This design comes from an exercise in tuning for small area and a short achievable clock period on the open sky130 flow, not from production work.
Function was checked by simulation only, so behaviour that the tests miss may differ from the original.

File: flow/design.v
module FPU_normalize (
    input [24:0] src,
    output [22:0] result,
    output [4:0] shifted
);
wire [24:0] layer_0 = src;
wire [24:0] layer_1 = layer_0[24:9]  == 0 ? { layer_0[8:0], 16'd0 } : layer_0;
wire [24:0] layer_2 = layer_1[24:17] == 0 ? { layer_1[16:0], 8'd0 } : layer_1;
wire [24:0] layer_3 = layer_2[24:21] == 0 ? { layer_2[20:0], 4'd0 } : layer_2;
wire [24:0] layer_4 = layer_3[24:23] == 0 ? { layer_3[22:0], 2'd0 } : layer_3;
wire [22:0] layer_5 = layer_4[24]    == 0 ? layer_4[22:0] : layer_4[23:1]; 
assign result = layer_5;
assign shifted = { layer_0[24:9] == 0, layer_1[24:17] == 0, layer_2[24:21] == 0, layer_3[24:23] == 0, layer_4[24] == 0 };
endmodule
module FPU_CAL (clk, start, A, B, sel, round_mode, error, over_flow, Y);
input clk, start;
input [31:0] A, B;
input [1:0] sel;
input round_mode;
output reg error,over_flow;
output reg [31:0] Y;
reg error_n, over_flow_n;
reg [31:0] Y_n;
wire S1, S2;
wire [7:0] E1, E2;
wire [22:0] M1, M2;
wire [22:0] result;
wire [4:0] shifted;
reg [24:0] M1_t, M2_t,M_sum;
reg S;
reg [8:0] E;
reg [47:0] M1M2;
reg [47:0] div;
reg [23:0] divider;
reg [24:0] quotient;
FPU_normalize fpu_normalize(M_sum, result, shifted);	 
assign S1 = A[31];
assign E1 = A[30:23];
assign M1 = A[22:0];
assign S2 = B[31];
assign E2 = B[30:23];
assign M2 = B[22:0];
parameter NaN = 32'b0_11111111_10000000000000000000000,
	  INF = 31'b11111111_00000000000000000000000;
parameter STATE1 = 0,	 
	  STATE2 = 1,	 
	  STATE3 = 2,	 
	  STATE4 = 3;	 
reg [2:0] next_state;
always @(posedge clk) begin
	error_n = error;
	over_flow_n = over_flow;
	Y_n = Y;
        if(start) begin
		error_n=0;
		over_flow_n=0;
 		next_state=STATE1;
	end
	else if(next_state==STATE1) begin
		next_state=STATE2;
		case (sel)
		2'b00, 2'b01 : begin
			if ((A[30:0]==INF && B[30:0]==INF) && (A[31]^B[31]^sel[0])) begin
				Y_n = NaN;
				error_n = 1;
				next_state=STATE4;
			end	
			else begin
				M1_t={2'b01,M1};
				M2_t={2'b01,M2};
				if (E1 > E2) begin
					M2_t = M2_t >> E1-E2;
					E = {1'b0,E1};
				end
				else begin
					M1_t = M1_t >> E2-E1;
					E = {1'b0,E2};
				end
				if (M1_t>M2_t) begin
					S=S1;
					if (S1^S2^sel[0])
						M_sum = M1_t-M2_t;
					else
						M_sum = M1_t+M2_t;
				end
				else begin
					if (S1^S2^sel[0]) begin
						M_sum = M2_t-M1_t;
						S = 1-S1;
					end
					else begin
						M_sum = M2_t+M1_t;
						S = S1;
					end
				end
			end
		end		
		2'b10 : begin
			if ((A[30:23] == 8'b0 && B[30:0]==INF) || (A[30:0] == INF && B[30:23]==8'b0)) begin
				Y_n = NaN;
				error_n = 1;
				next_state=STATE4;
				end	
			else if ((A[30:0] == INF) || (B[30:0] == INF)) begin
				Y_n={S1^S2,INF};
				over_flow_n=1;
				next_state=STATE4;
				end				
			else if ((A[30:23] == 8'b0) || (B[30:23] == 8'b0)) begin
				Y_n={S1^S2,31'b0};
				next_state=STATE4;
				end
			else if (E1+E2<9'b0_0111_1111) begin
				Y_n={S1^S2,31'b0};
				next_state=STATE4;
				end
			else begin
				E=E1+E2-8'b0111_1111;
				M1M2={1'b1,M1}*{1'b1,M2};
			end
		end
		2'b11 : begin
			if ((A[30:0]==INF) && (B[30:0]==INF)) begin
				error_n = 1;
				Y_n=NaN;
				next_state=STATE4;
				end
			else if ((A[30:23]==8'b0) && (B[30:23]==8'b0)) begin
				error_n = 1;
				Y_n=NaN;
				next_state=STATE4;
				end
			else if (B[30:23]==8'b0) begin
				Y_n={S1^S2,INF};
				over_flow_n=1;
				next_state=STATE4;
				end
			else if (E1<=E2-8'b0111_1111) begin 
				Y_n={S1^S2,31'b0};
				next_state=STATE4;
				end
			else begin
				div={1'b1,M1,24'b0};
				divider = {1'b1,M2};
				E=E1-E2+8'b0111_1111;
			end
		  end
	endcase
	end
	else if(next_state==STATE2) begin
	next_state=STATE3;
	case (sel)
		2'b00, 2'b01 : begin
			if (M_sum == 25'b0) begin
				Y_n=0;
				next_state = STATE4;
				end
			else if (E < shifted) begin
				Y_n=0;
				next_state = STATE4;
				end
			else begin
				E = E - shifted + 1; 
			end				
		end		
		2'b10 : begin
			if (M1M2[47]==1) begin
				E=E+1'b1;
			end
			else begin
				M1M2=M1M2 << 1;
			end
		end
		2'b11 : begin
			if (M2>M1)begin
				E=E-1'b1;
				quotient={div/divider,1'b0};
				end				
			else begin
				E=E;
				quotient=div/divider;
			end
		end
	endcase
	end
	else if(next_state==STATE3) begin
	case (sel)
		2'b00, 2'b01 : begin
				if (E >= 9'b0_1111_1111 ) begin	 
					over_flow_n=1;
					Y_n = (S==0) ? {1'b0,INF} : {1'b1,INF};
				end
				else if ({M_sum[15:14],round_mode}==3'b110) 
					Y_n={S,E[7:0],result[22:15]+1'b1,15'b0};
				else
					Y_n={S,E[7:0],result[22:15],15'b0};
		end		
		2'b10 : begin
				if (E >= 9'b0_1111_1111) begin
					Y_n={S1^S2,8'b1111_1111,23'b0};
					over_flow_n = 1;
					end
				else if (E == 9'b0) begin
					Y_n={S1^S2,31'b0};
					end
				else if ({M1M2[39:38],round_mode}==3'b110) begin
					Y_n={S1^S2,E[7:0],M1M2[46:39]+1'b1,15'b0};
					end
				else 
					Y_n={S1^S2,E[7:0],M1M2[46:39],15'b0};
		end
		2'b11 : begin
				if (E >= 9'b0_1111_1111) begin
					Y_n={S1^S2,8'b1111_1111,23'b0};
					over_flow_n = 1;
					end
				else if (E == 9'b0) begin
					Y_n={S1^S2,31'b0};
					end
				else if ({quotient[16:15],round_mode}==3'b110)
					Y_n={S1^S2,E[7:0],quotient[23:16]+1'b1,15'b0};
				else 
					Y_n={S1^S2,E[7:0],quotient[23:16],15'b0};
		end
	endcase
	end
	else begin
		Y_n = Y_n;
	end
	Y <= Y_n;
	error <= error_n;
	over_flow <= over_flow_n;
end
endmodule
module FPU(clk, reset, A, B, sel, round_mode, start, error, over_flow, Y);
input clk, reset;
input [31:0] A, B;
input [1:0] sel;
input round_mode, start;
output reg error, over_flow;
output reg [31:0] Y;
reg [31:0] A_fpu, B_fpu;
reg [1:0] sel_fpu;
reg round_fpu;
wire error_fpu, over_flow_fpu;
wire [31:0] Y_fpu;
FPU_CAL fpu_cal(clk, start, A_fpu, B_fpu, sel_fpu, round_fpu, error_fpu, over_flow_fpu, Y_fpu);
always @(posedge clk, negedge reset) begin
	if(~reset) begin
		A_fpu <=0;
		B_fpu <=0;
		sel_fpu <=0;
		round_fpu <=0;
		Y<=0;
	 end
	else begin
		if(start) begin
			A_fpu <=A;
			B_fpu <=B;
			sel_fpu <=sel;
			round_fpu <=round_mode;
		end
		else begin
			A_fpu <=A_fpu;
			B_fpu <=B_fpu;
			sel_fpu <=sel_fpu;
			round_fpu <=round_fpu;
			Y <= Y_fpu;
		end
	end
end
always @(posedge clk) begin
	if(reset && !start) begin
		over_flow <= over_flow_fpu;
		error <= error_fpu;
	end
end
endmodule
File: flow/run.sh
#!/bin/bash
# synth_recipe.tcl (not shown) runs the flow's synth.tcl, then flattens the netlist and writes it again
# the make line also repeats each setting of config.mk as NAME=value (left out here)
make -C /OpenROAD-flow-scripts/flow DESIGN_CONFIG=/design/flow/config.mk WORK_HOME=/design/flow/orfs CLKGATE_MAP_FILE= SYNTH_SCRIPT=/design/flow/synth_recipe.tcl finish
File: flow/config.mk
export PLATFORM = sky130hd
export DESIGN_NAME = FPU
export DESIGN_NICKNAME = FPU
export VERILOG_FILES = /design/flow/design.v
export SDC_FILE = /design/flow/constraint.sdc
export NUM_CORES = 4
export LEC_CHECK = 0
export CAP_MARGIN = 20
export CORE_MARGIN = 2
export CORE_UTILIZATION = 40
export SLEW_MARGIN = 20
File: flow/constraint.sdc
create_clock -name core_clock -period 37.0 [get_ports {clk}]
set_input_delay 7.4000 -clock core_clock [delete_from_list [all_inputs] [get_ports {clk}]]
set_output_delay 7.4000 -clock core_clock [all_outputs]
set_load 0.01 [all_outputs]
==> qor.yml <==
timing:
  finClkSkew_ns: 0.0338
  hold_slack_ns: 0.466
  timing.slew.headroom_pct: 26.4
  drv_slew: 0
  setup_viol: 0
  hold_viol_final: 0
  finalCritPeriodShare_pct: 96.5
  fmax_ghz: 0.0280
  tightest_slew_ns: 1.10
  fin_crit_ns: 35.71
detailed_routing:
  drt-vias-per-instance: 5.77
  drtPass1Iterations: 9
  ant_nets: 0
  routed_wl_um: 187000
  post_drt_wl_per_cell_um: 22.4
  via_count: 48100
  remaining_drc_errors: 0
  first_iter_violations: 3838
floorplan:
  dieWidth_um: 367
  die_height_um: 367
  start_util_pct: 40.2
  io_pins: 104
  design.core.area_um2: 131000
  rows: 133
  die_area_um2: 135000
clock_tree:
  hold_buffers: 0
  ctsRootBufferMaster: "clkbuf_16"
  htree_levels: 1
  clock_path_buffers: 3
  cts_tree: "yes"
  cts_buffers: 31
  clock_latency_ns: 0.66
  cts.sinks: 245
  path_clk_slew_ns: 0.07
setup_path:
  cp.arrival_ns: 36.06
  r2r_slack_ns: 1.29
  cp-end-kind: "flop"
  path_class: "reg -> reg"
  cp_max_fo: 11
  crit_slowest_cell: "or4b_4"
  rr_startpoint: "fpu_cal.divider[1]"
  cp_slowest_stage_delay_ns: 0.54
  crit_cells: 186
  path_delay_family: "compound AO/OA/AOI/OAI gates"
  required_ns: 37.34
  crit_path_frequent_cell: "a21o_1"
  cp-start-kind: "flop"
  startpoint: "fpu_cal.divider[1]"
  worstRegToRegCells: 186
  path_buf_inv: 11
placement:
  dp_cells: 8202
  gp_congestion: 0.944
  dp_hpwl_um: 139000
  port_buffers: 88
outcome:
  status: "finished clean"
global_route:
  grt_pass1_vias: 47100
  grt_pass1_wl_um: 285000
  antenna_found_initial: 4
  grt-ovfl-total: 0
  grt_start_max_net_pins: 89
  grt_use_total_pct: 27.0
logic_synthesis:
  syn_area_per_cell_um2: 8.16
  yosys-top-cells-area: "fa_1 19%, ha_1 14%, edfxtp_1 8.9%"
  synth-edff-count: 157
  synth-async-reset-ratio_pct: 34.3
  yosys-top-cells-count: "806 x nand2_1, 729 x inv_1, 604 x ha_1"
  ys_types: 115
  synth_most_common_cell: "nand2_1"
  synthFlopType: "edfxtp_1"
  synth.top_cell.area_share_pct: 18.9
  seq_area_frac_synth_pct: 13.1
  synth-seq-cells: 245
  yosysWarnings: 2
  netlist_instances: 6466
  syn_area_um2: 52800
  synth_top_cell_by_area: "fa_1"
run:
  maxCapViolations: 0
min_path:
  hold_depth: 0
  hold_class: "reg -> reg"
  hp-start: "fpu_cal.over_flow"
layout:
  drive_above_1_share_pct: 9.86
  fin_nets: 7729
  synthToLayoutAreaGrowth_pct: 11.7
  final-instance-count-excl-fill: 8338
-- layout make-up --
| cell class | instances | area (um^2) |
|---|---|---|
| Fill cell | 13100 | 72200 |
| Inverter | 735 | 2760 |
| Tap cell | 1755 | 2200 |
| Clock buffer | 31 | 776 |
| Clock inverter | 27 | 314 |
| Sequential cell | 245 | 6900 |
| Antenna cell | 2 | 5.00 |
| Multi-Input combinational cell | 5184 | 42800 |
| Timing Repair Buffer | 359 | 3160 |
-- worst reg2reg max path, delay by kind of cell, from the launching register on --
| kind | cells | cell delay, ns |
|---|---|---|
| AOI/OAI and AO/OA | 114 | 21.00 |
| and+or+nand+nor | 46 | 8.59 |
| adders and majority gates | 11 | 2.88 |
| buffers and inverters | 11 | 1.61 |
| muxes | 4 | 0.97 |
| DFF | 1 | 0.37 |
-- final timing paths --
| path | end |
|---|---|
| min in group asynchronous | A_fpu[17] |
| worst max register to register | fpu_cal.quotient[15] |
| worst min register to register | over_flow |
| max in group asynchronous | B_fpu[6] |
| worst max-delay path | fpu_cal.quotient[15] |
| worst min-delay path | over_flow |
-- per-layer routing --
layer	track usage [%]	share of wire [%]	vias to the layer above	routed length (um)
li1	-	-	22200	-
met1	36.5	43	23600	79800
met2	43.8	45	1850	84400
met3	4.26	7.9	395	14800
met4	9.43	4.2	0	7760
met5	0	0	-	0
-- cells in the final DEF, fill, tap and decap left out, types with 41 or more instances in the layout --
| cell | instances |
|---|---|
| fa_1 | 499 |
| clkdlybuf4s50_1 | 86 |
| mux2i_1 | 62 |
| ha_1 | 585 |
| and2_1 | 176 |
| nor2_1 | 449 |
| edfxtp_1 | 157 |
| o21ai_0 | 389 |
| o31ai_1 | 41 |
| xnor2_1 | 218 |
| nand4_1 | 48 |
| dfrtp_1 | 83 |
| nor3_1 | 74 |
| xor2_1 | 104 |
| a211oi_1 | 44 |
| nor2b_1 | 43 |
| nand2_1 | 802 |
| inv_1 | 727 |
| nand2b_1 | 56 |
| buf_4 | 247 |
| nand3_1 | 89 |
| and3_1 | 42 |
| mux2_2 | 82 |
| a21o_1 | 151 |
| a21oi_1 | 396 |
| nand3b_1 | 51 |
| o21bai_1 | 114 |
-- sequential cells by signal, indices dropped and copies added (netlist names) --
name,count
Y,17
fpu_cal.div,23
B_fpu,32
sel_fpu,2
round_fpu,1
fpu_cal.over_flow,1
error,1
fpu_cal.error,1
fpu_cal.E,9
fpu_cal.divider,23
fpu_cal.S,1
fpu_cal.Y,17
A_fpu,32
fpu_cal.M_sum,25
fpu_cal.quotient,9
fpu_cal.next_state,2
over_flow,1
fpu_cal.M1M2,48
-- per-stage QoR --
step | area [um^2] | TNS [ns] | utilization, % | worst slack [ns]
6_report | 58900 | 0 | 45.0 | 1.29
5_1_grt | 58900 | -0.404 | 45.0 | -0.404
4_1_cts | 57500 | 0 | 43.8 | 0.00832
3_5_place_dp | 56300 | -0.503 | 43.0 | -0.503
3_3_place_gp | 56300 | -0.0185 | 43.0 | -0.0185
2_1_floorplan | 53000 | 0 | - | 0.0238
-- cells by family (layout without fill, tap and decap cells) --
family / after synthesis / count (layout) / share of synthesized area, %
compound gates: 1564 / 1564 / 18.8
xor+xnor: 326 / 326 / 5.42
fa+ha+maj: 1103 / 1103 / 33.3
buf+inv: 1051 / 1152 / 7.63
flops: 245 / 245 / 13.1
mux: 176 / 176 / 4.09
other cells: 1 / 17 / 0.00711
simple gates: 2000 / 2000 / 17.8
-- repair_timing --
item                                    in CTS  in global routing
gates resized for setup                      9                174
endpoints found under the setup margin       1                  2
cloned                                       0                  6
pin swaps                                    4                 97
endpoints found under the hold margin        0                  0
buffers inserted                             2                 68

-- what the ideal ports hide --
No port has a modelled driver above. Below, the same layout with a new extraction and two added sets of constraints. Step 1 (the two cells are an assumption about what drives the block):
set clk [get_ports {clk}]
set_driving_cell -lib_cell sky130_fd_sc_hd__clkbuf_16 $clk
set_driving_cell -lib_cell sky130_fd_sc_hd__buf_2 [delete_from_list [all_inputs] $clk]
Step 2 times the ports against the registers' clock, not the clock port: input delays grow and output delays shrink by t, the midpoint of the rising clock arrivals with the driver on. a / b / c = ideal ports / drivers / drivers and shift; a / b = the first two.
t, ns: 0.719
setup slack, ns: 1.285 / 1.285 / 1.285
worst hold slack (ns): 0.466 / 0.466 / 0.466
After both steps this run still meets setup and hold. The setup slack of this run moves by 0.000 ns with the drivers and by 0.000 ns with both steps.
